From an optimization exercise on the open Yosys and OpenROAD flow, aimed at small area; shortcuts taken in it are not production practice.
At most, simulation tests tie the RTL to the original design; equivalence was not proved.
The clock port is modelled as an ideal driver; clocking choices that lean on that would not hold on a real chip.
Power figures rest on the tool's default switching activity, not on a simulated workload.

==> run a: inputs <==
Design uart_top, start of the top module:
module uart_top(
    input        clk,
    input        rst_n,
    input  [1:0] tx_sel,
    input  [1:0] rx_sel,
    input        tx_start,
    input  [7:0] tx_data,
    output       tx_out,
    input        rx_in,
    output [7:0] rx_data,
    output       rx_parity_error,
    output       rx_stop_error
);
==> flow/config.mk <==
export PLATFORM = sky130hd
export DESIGN_NAME = uart_top
export DESIGN_NICKNAME = uart_top
export VERILOG_FILES = /design/flow/design.v
export SDC_FILE = /design/flow/constraint.sdc
export NUM_CORES = 4
export LEC_CHECK = 0
export CAP_MARGIN = 20
export CORE_MARGIN = 2
export CORE_UTILIZATION = 40
export SLEW_MARGIN = 20
==> flow/constraint.sdc <==
create_clock -name core_clock -period 10.0 [get_ports {clk}]
set_input_delay 2.0000 -clock core_clock [delete_from_list [all_inputs] [get_ports {clk}]]
set_output_delay 2.0000 -clock core_clock [all_outputs]
set_load 0.01 [all_outputs]
standard.sh (not shown) runs the stock make flow with config.mk's settings and CLKGATE_MAP_FILE= SYNTH_SCRIPT=/design/flow/synth_recipe.tcl, a recipe that flattens the netlist after the stock synthesis.
==> flow/flow/run.sh <==
#!/bin/bash
# The standard ORFS layout (standard.sh), with three changes:
#  - synthesis: the standard script (synth_recipe.tcl) with only the ABC script
#    replaced by an area-oriented one (flow/area.abc); registers are mapped
#    before ABC, so they are the standard synthesis's, by name and cell;
#  - the port buffers that buffer_ports inserts use the smallest buffer cell;
#  - before clock tree synthesis, flow/clock_buffers.tcl drives the registers'
#    clock pins through four clkbuf_8 buffers, one per quarter of the
#    registers by placement, all fed by the clock port; CTS then leaves it.
# Each make run's full output goes to a log_*.txt file here.
set -euo pipefail
W=$PWD
cat > $W/flow_synth.tcl <<EOT
proc abc {args} {
  set i [lsearch \$args -script]
  if {\$i >= 0} { lset args [expr {\$i + 1}] $W/flow/area.abc }
  yosys abc {*}\$args
}
source $W/synth_recipe.tcl
EOT
export NBUF=4 BUFCELL=sky130_fd_sc_hd__clkbuf_8
bash standard.sh SYNTH_SCRIPT=$W/flow_synth.tcl synth > log_synth.txt 2>&1
bash standard.sh SYNTH_SCRIPT=$W/flow_synth.tcl "BUFFER_PORTS_ARGS=-buffer_cell sky130_fd_sc_hd__buf_1" \
  "PRE_CTS_TCL=$W/flow/clock_buffers.tcl" finish > log_layout.txt 2>&1
==> flow/flow/area.abc <==
strash
balance; rewrite; refactor; balance; rewrite; rewrite -z; balance; refactor -z; rewrite -z; balance
dch -f
map -a
mfs2
strash
dch -f
map -a
topo
==> flow/flow/clock_buffers.tcl <==
# Drive the registers' clock pins through NBUF clock buffers of type BUFCELL,
# each serving the pins of one group of registers, grouped by placement.
set nbuf $::env(NBUF)
set cell $::env(BUFCELL)
set pins {}
foreach p [get_pins -of_objects [get_nets clk]] {
  set inst [$p instance]
  if {$inst eq ""} continue
  set db [sta::sta_to_db_inst $inst]
  set loc [$db getLocation]
  lappend pins [list [get_full_name $p] [lindex $loc 0] [lindex $loc 1]]
}
set n [llength $pins]
# split into columns by x, then each column by y
set ncol [expr {$nbuf >= 2 ? 2 : 1}]
if {$nbuf == 1} {set ncol 1}
set nrow [expr {$nbuf / $ncol}]
set byx [lsort -integer -index 1 $pins]
set per [expr {($n + $ncol - 1) / $ncol}]
set k 0
for {set c 0} {$c < $ncol} {incr c} {
  set col [lrange $byx [expr {$c*$per}] [expr {($c+1)*$per-1}]]
  set col [lsort -integer -index 2 $col]
  set m [llength $col]
  set per2 [expr {($m + $nrow - 1) / $nrow}]
  for {set r 0} {$r < $nrow} {incr r} {
    set g [lrange $col [expr {$r*$per2}] [expr {($r+1)*$per2-1}]]
    if {[llength $g] == 0} continue
    set sx 0; set sy 0; set names {}
    foreach e $g { lappend names [lindex $e 0]; incr sx [lindex $e 1]; incr sy [lindex $e 2] }
    set dbu [[ord::get_db_block] getDbUnitsPerMicron]
    set x [expr {double($sx) / [llength $g] / $dbu}]
    set y [expr {double($sy) / [llength $g] / $dbu}]
    insert_buffer -buffer_cell $cell -net clk -load_pins [get_pins $names] -location [list $x $y] -buffer_name clkbuf_g$k -net_name clknet_g$k
    incr k
  }
}
==> inputs of run b, as changes to run a <==
--- a/flow/design.v
+++ b/flow/design.v
@@ -1,26 +1,26 @@
 module baud_generate_tx(clock, reset, tx_sel, baud_tx_out, l260, l520);
 input clock;
 input reset;
 input [1:0] tx_sel;
 output baud_tx_out;
 input l260, l520;
 reg [5:0] a0;
-wire a0_w = a0[5] & a0[2] & a0[1] & a0[0];
-wire a0_f = ~(a0[4] ^ a0[5]) ^ a0_w;
+wire a0_w = ~a0[5] & ~a0[2] & ~a0[1] & ~a0[0];
+wire a0_f = (a0[4] ^ a0[5]) ^ a0_w;
 reg b0;
 reg [9:0] a3;
-wire a3_w = ~a3[9] & a3[6] & a3[5] & ~a3[4] & a3[2] & a3[1] & ~a3[0];
-wire a3_f = ~(a3[2] ^ a3[9]) ^ a3_w;
+wire a3_w = a3[9] & ~a3[6] & ~a3[5] & a3[4] & ~a3[2] & ~a3[1] & a3[0];
+wire a3_f = (a3[2] ^ a3[9]) ^ a3_w;
 reg b3;
 always @(posedge clock, negedge reset)
 if (!reset) begin
-    a0 <= 6'd23;
+    a0 <= 6'd40;
     b0 <= 1'b0;
-    a3 <= 10'd750;
+    a3 <= 10'd273;
     b3 <= 1'b0;
 end else begin
     a0 <= {a0[4:0], a0_f};
     b0 <= b0 ^ a0_w;
     a3 <= {a3[8:0], a3_f};
     b3 <= b3 ^ a3_w;
 end
@@ -37,27 +37,27 @@
 module baud_generate_rx(clock, reset, rx_sel, baud_rx_out, l260, l520);
 input clock;
 input reset;
 input [1:0] rx_sel;
 output baud_rx_out;
 output reg l260, l520;
 reg [5:0] a0;
-wire a0_w = a0[5] & a0[1] & a0[0];
-wire a0_f = ~(a0[4] ^ a0[5]) ^ a0_w;
+wire a0_w = ~a0[5] & ~a0[1] & ~a0[0];
+wire a0_f = (a0[4] ^ a0[5]) ^ a0_w;
 reg b0;
 reg [4:0] s;
-wire s_w = ~s[4] & s[3] & s[2] & s[0];
-wire s_f = ~(s[1] ^ s[4]) ^ s_w;
+wire s_w = s[4] & ~s[3] & ~s[2] & ~s[0];
+wire s_f = (s[1] ^ s[4]) ^ s_w;
 reg [4:0] qb;
 reg [2:0] q5;
 always @(posedge clock, negedge reset)
 if (!reset) begin
-    a0 <= 6'd27;
+    a0 <= 6'd36;
     b0 <= 1'b0;
-    s <= 5'd29;
+    s <= 5'd2;
     qb <= 5'd0;
     q5 <= 3'd0;
 end else begin
     a0 <= {a0[4:0], a0_f};
     b0 <= b0 ^ a0_w;
     s <= {s[3:0], s_f};
     qb <= qb + {4'd0, s_w};
@@ -94,41 +94,48 @@
 endmodule
 module uart_transmitter(tx_start,clock_tx,reset_tx,tick_tx,data_out_tx,data_in_tx);
 input [7:0] data_in_tx;
 input clock_tx, reset_tx;
 input tick_tx;
 input tx_start;
 output data_out_tx;
-reg st;
+reg f;
 reg [9:0] s;
-wire empty = (s == 10'd0);
+wire top0 = (s[9:2] == 8'd0);
+wire empty = top0 & ~s[1] & ~s[0];
+wire stop = top0 & ~s[1] & s[0];
+wire st = f & empty;
 always @(posedge clock_tx, negedge reset_tx)
 if (!reset_tx) begin
-    st <= 1'b0;
+    f <= 1'b0;
     s <= 10'd0;
 end else if (tick_tx) begin
-    st <= ~st & empty & tx_start;
-    s <= st ? {1'b1, ^data_in_tx, data_in_tx} : {1'b0, s[9:1]};
+    f <= empty ? (~f & tx_start) : (~stop & (f ^ s[0]));
+    s <= {st, s[9:1]} | ({10{st}} & {2'b0, data_in_tx});   
 end
-assign data_out_tx = ~st & (s[0] | empty);
+assign data_out_tx = ~st & (s[0] | (top0 & (~s[1] | f)));
 endmodule
 module uart_receiver(rx_in,rx_clock,rx_reset,rx_tick,rx_parity_bit_error,stop_bit_error,data_out_rx);
 input rx_in, rx_clock, rx_reset, rx_tick;
 output reg rx_parity_bit_error, stop_bit_error;
 output [7:0] data_out_rx;
 localparam IDLE = 2'd0, DATA = 2'd1, PARITY = 2'd2, STOP = 2'd3;
 reg [1:0] state;
 reg [7:0] x;
 reg [7:0] w;
-wire mismatch = rx_in ^ (^w);
+reg p;    
+wire mismatch = rx_in ^ p;
 always @(posedge rx_clock)
 if (state == IDLE)
     x <= 8'h80;
 else if (rx_tick)
     x <= {rx_in, x[7:1]};
+always @(posedge rx_clock)
+if (rx_tick)
+    p <= (state != IDLE) & (p ^ rx_in);
 always @(posedge rx_clock, negedge rx_reset)
 if (!rx_reset) begin
     state <= IDLE;
     w <= 8'd0;
     rx_parity_bit_error <= 1'b0;
     stop_bit_error <= 1'b0;
 end else if (rx_tick) begin
@@ -161,27 +168,27 @@
     input        rx_in,
     output [7:0] rx_data,
     output       rx_parity_error,
     output       rx_stop_error
 );
 wire baud_tx, baud_rx;
 wire l260, l520;
-reg  baud_tx_q, baud_rx_q;
+reg  baud_tx_n, baud_rx_n;
 baud_generate_tx bg_tx(.clock(clk), .reset(rst_n), .tx_sel(tx_sel), .baud_tx_out(baud_tx),
     .l260(l260), .l520(l520));
 baud_generate_rx bg_rx(.clock(clk), .reset(rst_n), .rx_sel(rx_sel), .baud_rx_out(baud_rx),
     .l260(l260), .l520(l520));
 always @(posedge clk, negedge rst_n)
 if (!rst_n) begin
-    baud_tx_q <= 1'b1;
-    baud_rx_q <= 1'b1;
+    baud_tx_n <= 1'b0;
+    baud_rx_n <= 1'b0;
 end else begin
-    baud_tx_q <= baud_tx;
-    baud_rx_q <= baud_rx;
+    baud_tx_n <= ~baud_tx;
+    baud_rx_n <= ~baud_rx;
 end
-wire tick_tx = baud_tx & ~baud_tx_q;
-wire tick_rx = baud_rx & ~baud_rx_q;
+wire tick_tx = baud_tx & baud_tx_n;
+wire tick_rx = baud_rx & baud_rx_n;
 uart_transmitter tx(.tx_start(tx_start), .clock_tx(clk), .reset_tx(rst_n), .tick_tx(tick_tx),
     .data_out_tx(tx_out), .data_in_tx(tx_data));
 uart_receiver rx(.rx_in(rx_in), .rx_clock(clk), .rx_reset(rst_n), .rx_tick(tick_rx),
     .rx_parity_bit_error(rx_parity_error), .stop_bit_error(rx_stop_error), .data_out_rx(rx_data));
 endmodule
==> flow/flow/area.abc (replaced) <==
strash
balance; rewrite; refactor; balance; rewrite; rewrite -z; balance; refactor -z; rewrite -z; balance
balance; rewrite; refactor; balance; rewrite; rewrite -z; balance; refactor -z; rewrite -z; balance
dch -f
map -a
mfs2
strash
dch -f
map -a
topo
==> inputs of run c, as changes to run a <==
==> flow/flow/run.sh (replaced) <==
#!/bin/bash
# Standard ORFS layout (the standard.sh), with two knobs changed:
#  - the port buffers that buffer_ports inserts use the smallest buffer cell;
#  - clock tree synthesis uses one size of clock buffer and no dummy loads.
set -euo pipefail
CTS="-sink_clustering_enable -repair_clock_nets -dont_use_dummy_load -buf_list sky130_fd_sc_hd__clkbuf_16 -root_buf sky130_fd_sc_hd__clkbuf_16 -sink_clustering_size 100 -sink_clustering_max_diameter 500"
bash standard.sh synth > log_synth.txt 2>&1
bash standard.sh "BUFFER_PORTS_ARGS=-buffer_cell sky130_fd_sc_hd__buf_1" "CTS_ARGS=$CTS" finish > log_layout.txt 2>&1
removed: flow/flow/area.abc
removed: flow/flow/clock_buffers.tcl
==> summary of the runs <==
Of run b and run c, run b has the higher critical path depth (gap 1).
The lowest sequential power belongs to run c, the highest to run a.
Maximum frequency, lowest first: run b, run a, run c.
Sequential share of layout area, lowest first: run c, run a, run b.
Against run b, the clock skew of run a is higher by 0.00072 ns.
The lowest worst setup slack belongs to run b, the highest to run c.
Final area: run c > run a > run b.
Between run c and run b, the lower worst hold slack is in run c (gap 0.010 ns).
Between run b and run a, the lower register-to-register slack is in run b (gap 0.10 ns).
The lowest global-route usage belongs to run a, the highest to run c.
==> figures <==
metric	run c	run a	run b
Area occupied by multi-input gates	0.001151 mm2	957.2 um2	842.1 um2
Synth Area in Adders	2.123%	2.212%	2.300%
Bufs and invs on worst path	2	3	2
Data required, critical path	10.20 ns	10.02 ns	8.00 ns
Die span in y	89.83 um	88.08 um	86.47 um
Worst hold start	bg_rx.a0[2]	bg_rx.a0[3]	bg_tx.a3[7]
Achievable Freq	0.2716 GHz	0.2542 GHz	0.2398 GHz
Run status	finished clean	finished clean	finished clean
GPL Wtd Cong	0.7421	0.7954	0.7967
Number of vias in the routed layout	1704	1876	1777
Switching Power	0.0001641 W	0.0002227 W	0.0001769 W
#MultiIn Comb	143	174	160
Combinational cell fraction of total power	13.0%	27.8%	20.8%
Clock transition at the register clock pins on the worst setup and hold paths after CTS	0.05 ns	0.11 ns	0.10 ns
Seq. pwr	0.000341 W	0.000382 W	0.000358 W
WL met2	2050 um	1973 um	2013 um
Wire length of the first global-routing pass	7962 um	7900 um	7921 um
Commonest non-fill, non-tap cell in the layout	sky130_fd_sc_hd__dfrtp_1	sky130_fd_sc_hd__nor2_1	sky130_fd_sc_hd__dfrtp_1
Area occupied by registers	0.001763 mm2	0.001763 mm2	0.001777 mm2
Overall power of the completed layout	0.0006843 W	0.0006758 W	0.0005865 W
Most numerous cell in the Yosys netlist	sky130_fd_sc_hd__dfrtp_1	sky130_fd_sc_hd__nor2_1	sky130_fd_sc_hd__dfrtp_1

========
==> run X <==
==> flow/design.v <==
module baud_generate_tx(clock, reset, tx_sel, baud_tx_out);
input clock;
input reset;
input [1:0] tx_sel;
output baud_tx_out;
reg [5:0] a0;
wire a0_w = a0[5] & a0[2] & a0[1] & a0[0];
wire a0_f = ~(a0[4] ^ a0[5]) ^ a0_w;
reg [7:0] a1;
wire a1_w = a1[7] & ~a1[4] & a1[3] & ~a1[2] & ~a1[0];
wire a1_f = ~(a1[0] ^ a1[4] ^ a1[5] ^ a1[7]) ^ a1_w;
reg [9:0] a3;
wire a3_w = ~a3[9] & a3[6] & a3[5] & ~a3[4] & a3[2] & a3[1] & ~a3[0];
wire a3_f = ~(a3[2] ^ a3[9]) ^ a3_w;
reg b0;
reg [1:0] b1;
reg b3;
always @(posedge clock, negedge reset)
if (!reset) begin
    a0 <= 6'd23;
    a1 <= 8'd40;
    a3 <= 10'd750;
    b0 <= 1'b0;
    b1 <= 2'd0;
    b3 <= 1'b0;
end else begin
    a0 <= {a0[4:0], a0_f};
    a1 <= {a1[6:0], a1_f};
    a3 <= {a3[8:0], a3_f};
    b0 <= b0 ^ a0_w;
    b1 <= b1 + {1'b0, a1_w};
    b3 <= b3 ^ a3_w;
end
reg lv;
always @(*)
case (tx_sel)
2'b00: lv = b0;
2'b01: lv = b1[0];
2'b10: lv = b1[1];
default: lv = b3;
endcase
assign baud_tx_out = ~lv;
endmodule
module baud_generate_rx(clock, reset, rx_sel, baud_rx_out);
input clock;
input reset;
input [1:0] rx_sel;
output baud_rx_out;
reg [5:0] a0;
wire a0_w = a0[5] & a0[1] & a0[0];
wire a0_f = ~(a0[4] ^ a0[5]) ^ a0_w;
reg [6:0] a1;
wire a1_w = a1[6] & ~a1[4] & a1[3] & a1[2] & ~a1[1] & a1[0];
wire a1_f = ~(a1[0] ^ a1[6]) ^ a1_w;
reg b0;
reg [2:0] b1;
always @(posedge clock, negedge reset)
if (!reset) begin
    a0 <= 6'd27;
    a1 <= 7'd13;
    b0 <= 1'b0;
    b1 <= 3'd0;
end else begin
    a0 <= {a0[4:0], a0_f};
    a1 <= {a1[5:0], a1_f};
    b0 <= b0 ^ a0_w;
    b1 <= b1 + {2'b0, a1_w};
end
reg lv;
always @(*)
case (rx_sel)
2'b00: lv = b0;
2'b01: lv = b1[0];
2'b10: lv = b1[1];
default: lv = b1[2];
endcase
assign baud_rx_out = ~lv;
endmodule
module uart_transmitter(tx_start,clock_tx,reset_tx,tick_tx,data_out_tx,data_in_tx);
input [7:0] data_in_tx;
input clock_tx, reset_tx;
input tick_tx;
input tx_start;
output data_out_tx;
reg st;
reg [9:0] s;
wire empty = (s == 10'd0);
always @(posedge clock_tx, negedge reset_tx)
if (!reset_tx) begin
    st <= 1'b0;
    s <= 10'd0;
end else if (tick_tx) begin
    st <= ~st & empty & tx_start;
    s <= st ? {1'b1, ^data_in_tx, data_in_tx} : {1'b0, s[9:1]};
end
assign data_out_tx = ~st & (s[0] | empty);
endmodule
module uart_receiver(rx_in,rx_clock,rx_reset,rx_tick,rx_parity_bit_error,stop_bit_error,data_out_rx);
input rx_in, rx_clock, rx_reset, rx_tick;
output reg rx_parity_bit_error, stop_bit_error;
output [7:0] data_out_rx;
localparam IDLE = 2'd0, DATA = 2'd1, PARITY = 2'd2, STOP = 2'd3;
reg [1:0] state;
reg [7:0] x;
reg [7:0] w;
wire mismatch = rx_in ^ (^w);
always @(posedge rx_clock)
if (state == IDLE)
    x <= 8'h80;
else if (rx_tick)
    x <= {rx_in, x[7:1]};
always @(posedge rx_clock, negedge rx_reset)
if (!rx_reset) begin
    state <= IDLE;
    w <= 8'd0;
    rx_parity_bit_error <= 1'b0;
    stop_bit_error <= 1'b0;
end else if (rx_tick) begin
    case (state)
    IDLE: if (!rx_in) state <= DATA;
    DATA: if (x[0]) begin
        w <= {rx_in, x[7:1]};
        state <= PARITY;
    end
    PARITY: begin
        rx_parity_bit_error <= mismatch;
        state <= mismatch ? IDLE : STOP;
    end
    STOP: begin
        stop_bit_error <= ~rx_in;
        state <= IDLE;
    end
    endcase
end
assign data_out_rx = stop_bit_error ? 8'd0 : w;
endmodule
module uart_top(
    input        clk,
    input        rst_n,
    input  [1:0] tx_sel,
    input  [1:0] rx_sel,
    input        tx_start,
    input  [7:0] tx_data,
    output       tx_out,
    input        rx_in,
    output [7:0] rx_data,
    output       rx_parity_error,
    output       rx_stop_error
);
wire baud_tx, baud_rx;
reg  baud_tx_q, baud_rx_q;
baud_generate_tx bg_tx(.clock(clk), .reset(rst_n), .tx_sel(tx_sel), .baud_tx_out(baud_tx));
baud_generate_rx bg_rx(.clock(clk), .reset(rst_n), .rx_sel(rx_sel), .baud_rx_out(baud_rx));
always @(posedge clk, negedge rst_n)
if (!rst_n) begin
    baud_tx_q <= 1'b1;
    baud_rx_q <= 1'b1;
end else begin
    baud_tx_q <= baud_tx;
    baud_rx_q <= baud_rx;
end
wire tick_tx = baud_tx & ~baud_tx_q;
wire tick_rx = baud_rx & ~baud_rx_q;
uart_transmitter tx(.tx_start(tx_start), .clock_tx(clk), .reset_tx(rst_n), .tick_tx(tick_tx),
    .data_out_tx(tx_out), .data_in_tx(tx_data));
uart_receiver rx(.rx_in(rx_in), .rx_clock(clk), .rx_reset(rst_n), .rx_tick(tick_rx),
    .rx_parity_bit_error(rx_parity_error), .stop_bit_error(rx_stop_error), .data_out_rx(rx_data));
endmodule
==> flow/flow/run.sh <==
#!/bin/bash
# Standard ORFS layout (the standard.sh), with two knobs changed:
#  - the port buffers that buffer_ports inserts use the smallest buffer cell;
#  - clock tree synthesis uses small clock buffers and no dummy loads.
set -euo pipefail
CTS="-sink_clustering_enable -repair_clock_nets -dont_use_dummy_load -buf_list sky130_fd_sc_hd__clkbuf_4 -root_buf sky130_fd_sc_hd__clkbuf_4 -sink_clustering_size 30 -sink_clustering_max_diameter 100"
bash standard.sh synth > log_synth.txt 2>&1
bash standard.sh "BUFFER_PORTS_ARGS=-buffer_cell sky130_fd_sc_hd__buf_1" "CTS_ARGS=$CTS" finish > log_layout.txt 2>&1
==> flow/standard.sh <==
#!/bin/bash
# synth_recipe.tcl (not shown) runs the flow's synth.tcl, then flattens the netlist and writes it again
# the make line also repeats each setting of config.mk as NAME=value (left out here)
make -C /OpenROAD-flow-scripts/flow DESIGN_CONFIG=/design/flow/config.mk WORK_HOME=/design/flow/orfs CLKGATE_MAP_FILE= SYNTH_SCRIPT=/design/flow/synth_recipe.tcl "${@:-finish}"
==> flow/config.mk <==
export PLATFORM = sky130hd
export DESIGN_NAME = uart_top
export DESIGN_NICKNAME = uart_top
export VERILOG_FILES = /design/flow/design.v
export SDC_FILE = /design/flow/constraint.sdc
export NUM_CORES = 4
export LEC_CHECK = 0
export CAP_MARGIN = 20
export CORE_MARGIN = 2
export CORE_UTILIZATION = 40
export SLEW_MARGIN = 20
==> flow/constraint.sdc <==
create_clock -name core_clock -period 10.0 [get_ports {clk}]
set_input_delay 2.0000 -clock core_clock [delete_from_list [all_inputs] [get_ports {clk}]]
set_output_delay 2.0000 -clock core_clock [all_outputs]
set_load 0.01 [all_outputs]
==> inputs of run E, as changes to run X <==
--- a/flow/design.v
+++ b/flow/design.v
@@ -4,31 +4,22 @@
 input [1:0] tx_sel;
 output baud_tx_out;
-reg [5:0] a0;
-wire a0_w = a0[5] & a0[2] & a0[1] & a0[0];
-wire a0_f = ~(a0[4] ^ a0[5]) ^ a0_w;
-reg [7:0] a1;
-wire a1_w = a1[7] & ~a1[4] & a1[3] & ~a1[2] & ~a1[0];
-wire a1_f = ~(a1[0] ^ a1[4] ^ a1[5] ^ a1[7]) ^ a1_w;
-reg [9:0] a3;
-wire a3_w = ~a3[9] & a3[6] & a3[5] & ~a3[4] & a3[2] & a3[1] & ~a3[0];
-wire a3_f = ~(a3[2] ^ a3[9]) ^ a3_w;
-reg b0;
-reg [1:0] b1;
-reg b3;
+reg [5:0] a0; reg       b0;    
+reg [7:0] a1; reg [1:0] b1;    
+reg [9:0] a3; reg       b3;    
+wire w0 = a0[5] & a0[3] & a0[1] & a0[0];
+wire w1 = a1[7] & a1[1];
+wire w3 = a3[9] & a3[3] & a3[0];
 always @(posedge clock, negedge reset)
 if (!reset) begin
-    a0 <= 6'd23;
-    a1 <= 8'd40;
-    a3 <= 10'd750;
-    b0 <= 1'b0;
-    b1 <= 2'd0;
-    b3 <= 1'b0;
+    a0 <= 6'd0; b0 <= 1'b0;
+    a1 <= 8'd0; b1 <= 2'd0;
+    a3 <= 10'd0; b3 <= 1'b0;
 end else begin
-    a0 <= {a0[4:0], a0_f};
-    a1 <= {a1[6:0], a1_f};
-    a3 <= {a3[8:0], a3_f};
-    b0 <= b0 ^ a0_w;
-    b1 <= b1 + {1'b0, a1_w};
-    b3 <= b3 ^ a3_w;
+    a0 <= w0 ? 6'd1 : a0 + 6'd1;
+    b0 <= b0 ^ w0;
+    a1 <= w1 ? 8'd1 : a1 + 8'd1;
+    b1 <= b1 + {1'b0, w1};
+    a3 <= w3 ? 10'd1 : a3 + 10'd1;
+    b3 <= b3 ^ w3;
 end
 reg lv;
@@ -47,23 +38,17 @@
 input [1:0] rx_sel;
 output baud_rx_out;
-reg [5:0] a0;
-wire a0_w = a0[5] & a0[1] & a0[0];
-wire a0_f = ~(a0[4] ^ a0[5]) ^ a0_w;
-reg [6:0] a1;
-wire a1_w = a1[6] & ~a1[4] & a1[3] & a1[2] & ~a1[1] & a1[0];
-wire a1_f = ~(a1[0] ^ a1[6]) ^ a1_w;
-reg b0;
-reg [2:0] b1;
+reg [5:0] a0; reg       b0;    
+reg [6:0] a1; reg [2:0] b1;    
+wire w0 = a0[5] & a0[1];
+wire w1 = a1[6] & a1[5] & a1[3];
 always @(posedge clock, negedge reset)
 if (!reset) begin
-    a0 <= 6'd27;
-    a1 <= 7'd13;
-    b0 <= 1'b0;
-    b1 <= 3'd0;
+    a0 <= 6'd0; b0 <= 1'b0;
+    a1 <= 7'd0; b1 <= 3'd0;
 end else begin
-    a0 <= {a0[4:0], a0_f};
-    a1 <= {a1[5:0], a1_f};
-    b0 <= b0 ^ a0_w;
-    b1 <= b1 + {2'b0, a1_w};
+    a0 <= w0 ? 6'd1 : a0 + 6'd1;
+    b0 <= b0 ^ w0;
+    a1 <= w1 ? 7'd1 : a1 + 7'd1;
+    b1 <= b1 + {2'b0, w1};
 end
 reg lv;
==> flow/run.sh (new file) <==
#!/bin/bash
# synth_recipe.tcl (not shown) runs the flow's synth.tcl, then flattens the netlist and writes it again
# the make line also repeats each setting of config.mk as NAME=value (left out here)
make -C /OpenROAD-flow-scripts/flow DESIGN_CONFIG=/design/flow/config.mk WORK_HOME=/design/flow/orfs CLKGATE_MAP_FILE= SYNTH_SCRIPT=/design/flow/synth_recipe.tcl finish
removed: flow/flow/run.sh
removed: flow/standard.sh
==> inputs of run A, as changes to run X <==
--- a/flow/design.v
+++ b/flow/design.v
@@ -1,33 +1,26 @@
-module baud_generate_tx(clock, reset, tx_sel, baud_tx_out);
+module baud_generate_tx(clock, reset, tx_sel, baud_tx_out, l260, l520);
 input clock;
 input reset;
 input [1:0] tx_sel;
 output baud_tx_out;
+input l260, l520;
 reg [5:0] a0;
 wire a0_w = a0[5] & a0[2] & a0[1] & a0[0];
 wire a0_f = ~(a0[4] ^ a0[5]) ^ a0_w;
-reg [7:0] a1;
-wire a1_w = a1[7] & ~a1[4] & a1[3] & ~a1[2] & ~a1[0];
-wire a1_f = ~(a1[0] ^ a1[4] ^ a1[5] ^ a1[7]) ^ a1_w;
+reg b0;
 reg [9:0] a3;
 wire a3_w = ~a3[9] & a3[6] & a3[5] & ~a3[4] & a3[2] & a3[1] & ~a3[0];
 wire a3_f = ~(a3[2] ^ a3[9]) ^ a3_w;
-reg b0;
-reg [1:0] b1;
 reg b3;
 always @(posedge clock, negedge reset)
 if (!reset) begin
     a0 <= 6'd23;
-    a1 <= 8'd40;
+    b0 <= 1'b0;
     a3 <= 10'd750;
-    b0 <= 1'b0;
-    b1 <= 2'd0;
     b3 <= 1'b0;
 end else begin
     a0 <= {a0[4:0], a0_f};
-    a1 <= {a1[6:0], a1_f};
+    b0 <= b0 ^ a0_w;
     a3 <= {a3[8:0], a3_f};
-    b0 <= b0 ^ a0_w;
-    b1 <= b1 + {1'b0, a1_w};
     b3 <= b3 ^ a3_w;
 end
@@ -35,43 +28,66 @@
 always @(*)
 case (tx_sel)
-2'b00: lv = b0;
-2'b01: lv = b1[0];
-2'b10: lv = b1[1];
-default: lv = b3;
+2'b00: lv = ~b0;
+2'b01: lv = l260;
+2'b10: lv = l520;
+default: lv = ~b3;
 endcase
-assign baud_tx_out = ~lv;
+assign baud_tx_out = lv;
 endmodule
-module baud_generate_rx(clock, reset, rx_sel, baud_rx_out);
+module baud_generate_rx(clock, reset, rx_sel, baud_rx_out, l260, l520);
 input clock;
 input reset;
 input [1:0] rx_sel;
 output baud_rx_out;
+output reg l260, l520;
 reg [5:0] a0;
 wire a0_w = a0[5] & a0[1] & a0[0];
 wire a0_f = ~(a0[4] ^ a0[5]) ^ a0_w;
-reg [6:0] a1;
-wire a1_w = a1[6] & ~a1[4] & a1[3] & a1[2] & ~a1[1] & a1[0];
-wire a1_f = ~(a1[0] ^ a1[6]) ^ a1_w;
 reg b0;
-reg [2:0] b1;
+reg [4:0] s;
+wire s_w = ~s[4] & s[3] & s[2] & s[0];
+wire s_f = ~(s[1] ^ s[4]) ^ s_w;
+reg [4:0] qb;
+reg [2:0] q5;
 always @(posedge clock, negedge reset)
 if (!reset) begin
     a0 <= 6'd27;
-    a1 <= 7'd13;
     b0 <= 1'b0;
-    b1 <= 3'd0;
+    s <= 5'd29;
+    qb <= 5'd0;
+    q5 <= 3'd0;
 end else begin
     a0 <= {a0[4:0], a0_f};
-    a1 <= {a1[5:0], a1_f};
     b0 <= b0 ^ a0_w;
-    b1 <= b1 + {2'b0, a1_w};
+    s <= {s[3:0], s_f};
+    qb <= qb + {4'd0, s_w};
+    if (s_w) q5 <= (q5 == 3'd4) ? 3'd0 : q5 + 3'd1;
 end
+always @(*)
+case ({q5, qb[1:0]})
+{3'd0, 2'd0}: {l520, l260} = 2'b11;    
+{3'd1, 2'd1}: {l520, l260} = 2'b11;    
+{3'd2, 2'd2}: {l520, l260} = 2'b11;    
+{3'd3, 2'd3}: {l520, l260} = 2'b11;    
+{3'd4, 2'd0}: {l520, l260} = 2'b11;    
+{3'd0, 2'd1}: {l520, l260} = 2'b10;    
+{3'd1, 2'd2}: {l520, l260} = 2'b10;    
+{3'd2, 2'd3}: {l520, l260} = 2'b10;    
+{3'd3, 2'd0}: {l520, l260} = 2'b10;    
+{3'd4, 2'd1}: {l520, l260} = 2'b10;    
+{3'd0, 2'd2}: {l520, l260} = 2'b01;    
+{3'd1, 2'd3}: {l520, l260} = 2'b01;    
+{3'd2, 2'd0}: {l520, l260} = 2'b01;    
+{3'd3, 2'd1}: {l520, l260} = 2'b01;    
+{3'd4, 2'd2}: {l520, l260} = 2'b01;    
+default:      {l520, l260} = 2'b00;    
+endcase
 reg lv;
 always @(*)
 case (rx_sel)
 2'b00: lv = b0;
-2'b01: lv = b1[0];
-2'b10: lv = b1[1];
-default: lv = b1[2];
+2'b01: lv = qb[2];
+2'b10: lv = qb[3];
+default: lv = qb[4];
 endcase
 assign baud_rx_out = ~lv;
@@ -149,7 +165,10 @@
 );
 wire baud_tx, baud_rx;
+wire l260, l520;
 reg  baud_tx_q, baud_rx_q;
-baud_generate_tx bg_tx(.clock(clk), .reset(rst_n), .tx_sel(tx_sel), .baud_tx_out(baud_tx));
-baud_generate_rx bg_rx(.clock(clk), .reset(rst_n), .rx_sel(rx_sel), .baud_rx_out(baud_rx));
+baud_generate_tx bg_tx(.clock(clk), .reset(rst_n), .tx_sel(tx_sel), .baud_tx_out(baud_tx),
+    .l260(l260), .l520(l520));
+baud_generate_rx bg_rx(.clock(clk), .reset(rst_n), .rx_sel(rx_sel), .baud_rx_out(baud_rx),
+    .l260(l260), .l520(l520));
 always @(posedge clk, negedge rst_n)
 if (!rst_n) begin
==> flow/flow/run.sh (replaced) <==
#!/bin/bash
# Standard ORFS layout (the standard.sh), with two knobs changed:
#  - the port buffers that buffer_ports inserts use the smallest buffer cell;
#  - clock tree synthesis uses one size of clock buffer and no dummy loads.
set -euo pipefail
CTS="-sink_clustering_enable -repair_clock_nets -dont_use_dummy_load -buf_list sky130_fd_sc_hd__clkbuf_8 -root_buf sky130_fd_sc_hd__clkbuf_8 -sink_clustering_size 50 -sink_clustering_max_diameter 200"
bash standard.sh synth > log_synth.txt 2>&1
bash standard.sh "BUFFER_PORTS_ARGS=-buffer_cell sky130_fd_sc_hd__buf_1" "CTS_ARGS=$CTS" finish > log_layout.txt 2>&1
==> qor summary <==
	run A	run X	run E
Post-layout util	46.0%	45.2%	46.7%
Signed area change from the synthesized netlist to the final layout	11.9%	8.65%	15.3%
Average vias per placed instance	4.81	4.70	4.95
Synth Register Bits	71	78	78
Result of the run	complete, no violations	complete, no violations	complete, no violations
Setup Crit Path Kind	input pin to flip-flop	flip-flop to output pin	flip-flop to output pin
Final cell area excluding filler cells	3300 um^2	3320 um^2	4010 um^2
CLK BUF	9	9	10
Pwr Total	0.000595 W	0.000666 W	0.000626 W
Crit path setup slack, layout	6.35 ns	6.08 ns	5.71 ns
Net count after synthesis	245	238	340
Number of instances in the synthesized netlist	224	219	316
GR met2 Demand/Resource	19.1%	18.8%	20.5%
Fill cells	666	664	833
Terminus of the critical flop-to-flop path	rx.w[5]$_DFFE_PN0P_	rx.w[5]$_DFFE_PN0P_	rx.w[6]$_DFFE_PN0P_
Measured slew at the worst slew-check pin	0.763 ns	0.849 ns	0.862 ns
Min-Delay Startpoint	bg_tx.a3[1]$_DFF_PN1_	bg_tx.a1[6]$_DFF_PN0_	bg_rx.b0$_DFF_PN0_
Function not checked in run X: the RTL went through the layout flow alone.

==> what the ideal ports hide <==
How much do the figures lean on ideal ports? The routed layouts below were timed once more, with nothing changed but the port constraints.
Step 1 (the two cells are an assumption about what drives the block):
set clk [get_ports {clk}]
set_driving_cell -lib_cell sky130_fd_sc_hd__clkbuf_16 $clk
set_driving_cell -lib_cell sky130_fd_sc_hd__buf_2 [delete_from_list [all_inputs] $clk]
Step 2 adds t to the input delays and takes it off the output delays; t is the mean of the earliest and latest rising clock arrival at the registers after step 1. Input paths then give back, and output paths get back, about the clock's delay inside the block.
a / b / c = no drivers / after step 1 / after step 2; a / b = the first two.
run | t (ns) | slack for setup (ns) | slew at the worst register clock pin (ns)
run a of note 1 | 0.215 | 6.066 / 6.100 / 5.885 | 0.11 / 0.11
run b of note 1 | 0.213 | 5.830 / 5.775 / 5.989 | 0.10 / 0.10
run c of note 1 | 0.346 | 6.318 / 6.324 / 5.978 | 0.06 / 0.06
run X of note 2 | 0.413 | 6.078 / 6.051 / 6.256 | 0.12 / 0.12
run E of note 2 | 0.373 | 5.713 / 5.684 / 5.354 | 0.08 / 0.08
run A of note 2 | 0.348 | 6.346 / 6.346 / 5.999 | 0.08 / 0.08
After both steps every run listed still meets setup and hold. The setup slack of run E of note 2, which loses most, moves by -0.029 ns with the drivers and by -0.359 ns with both steps.
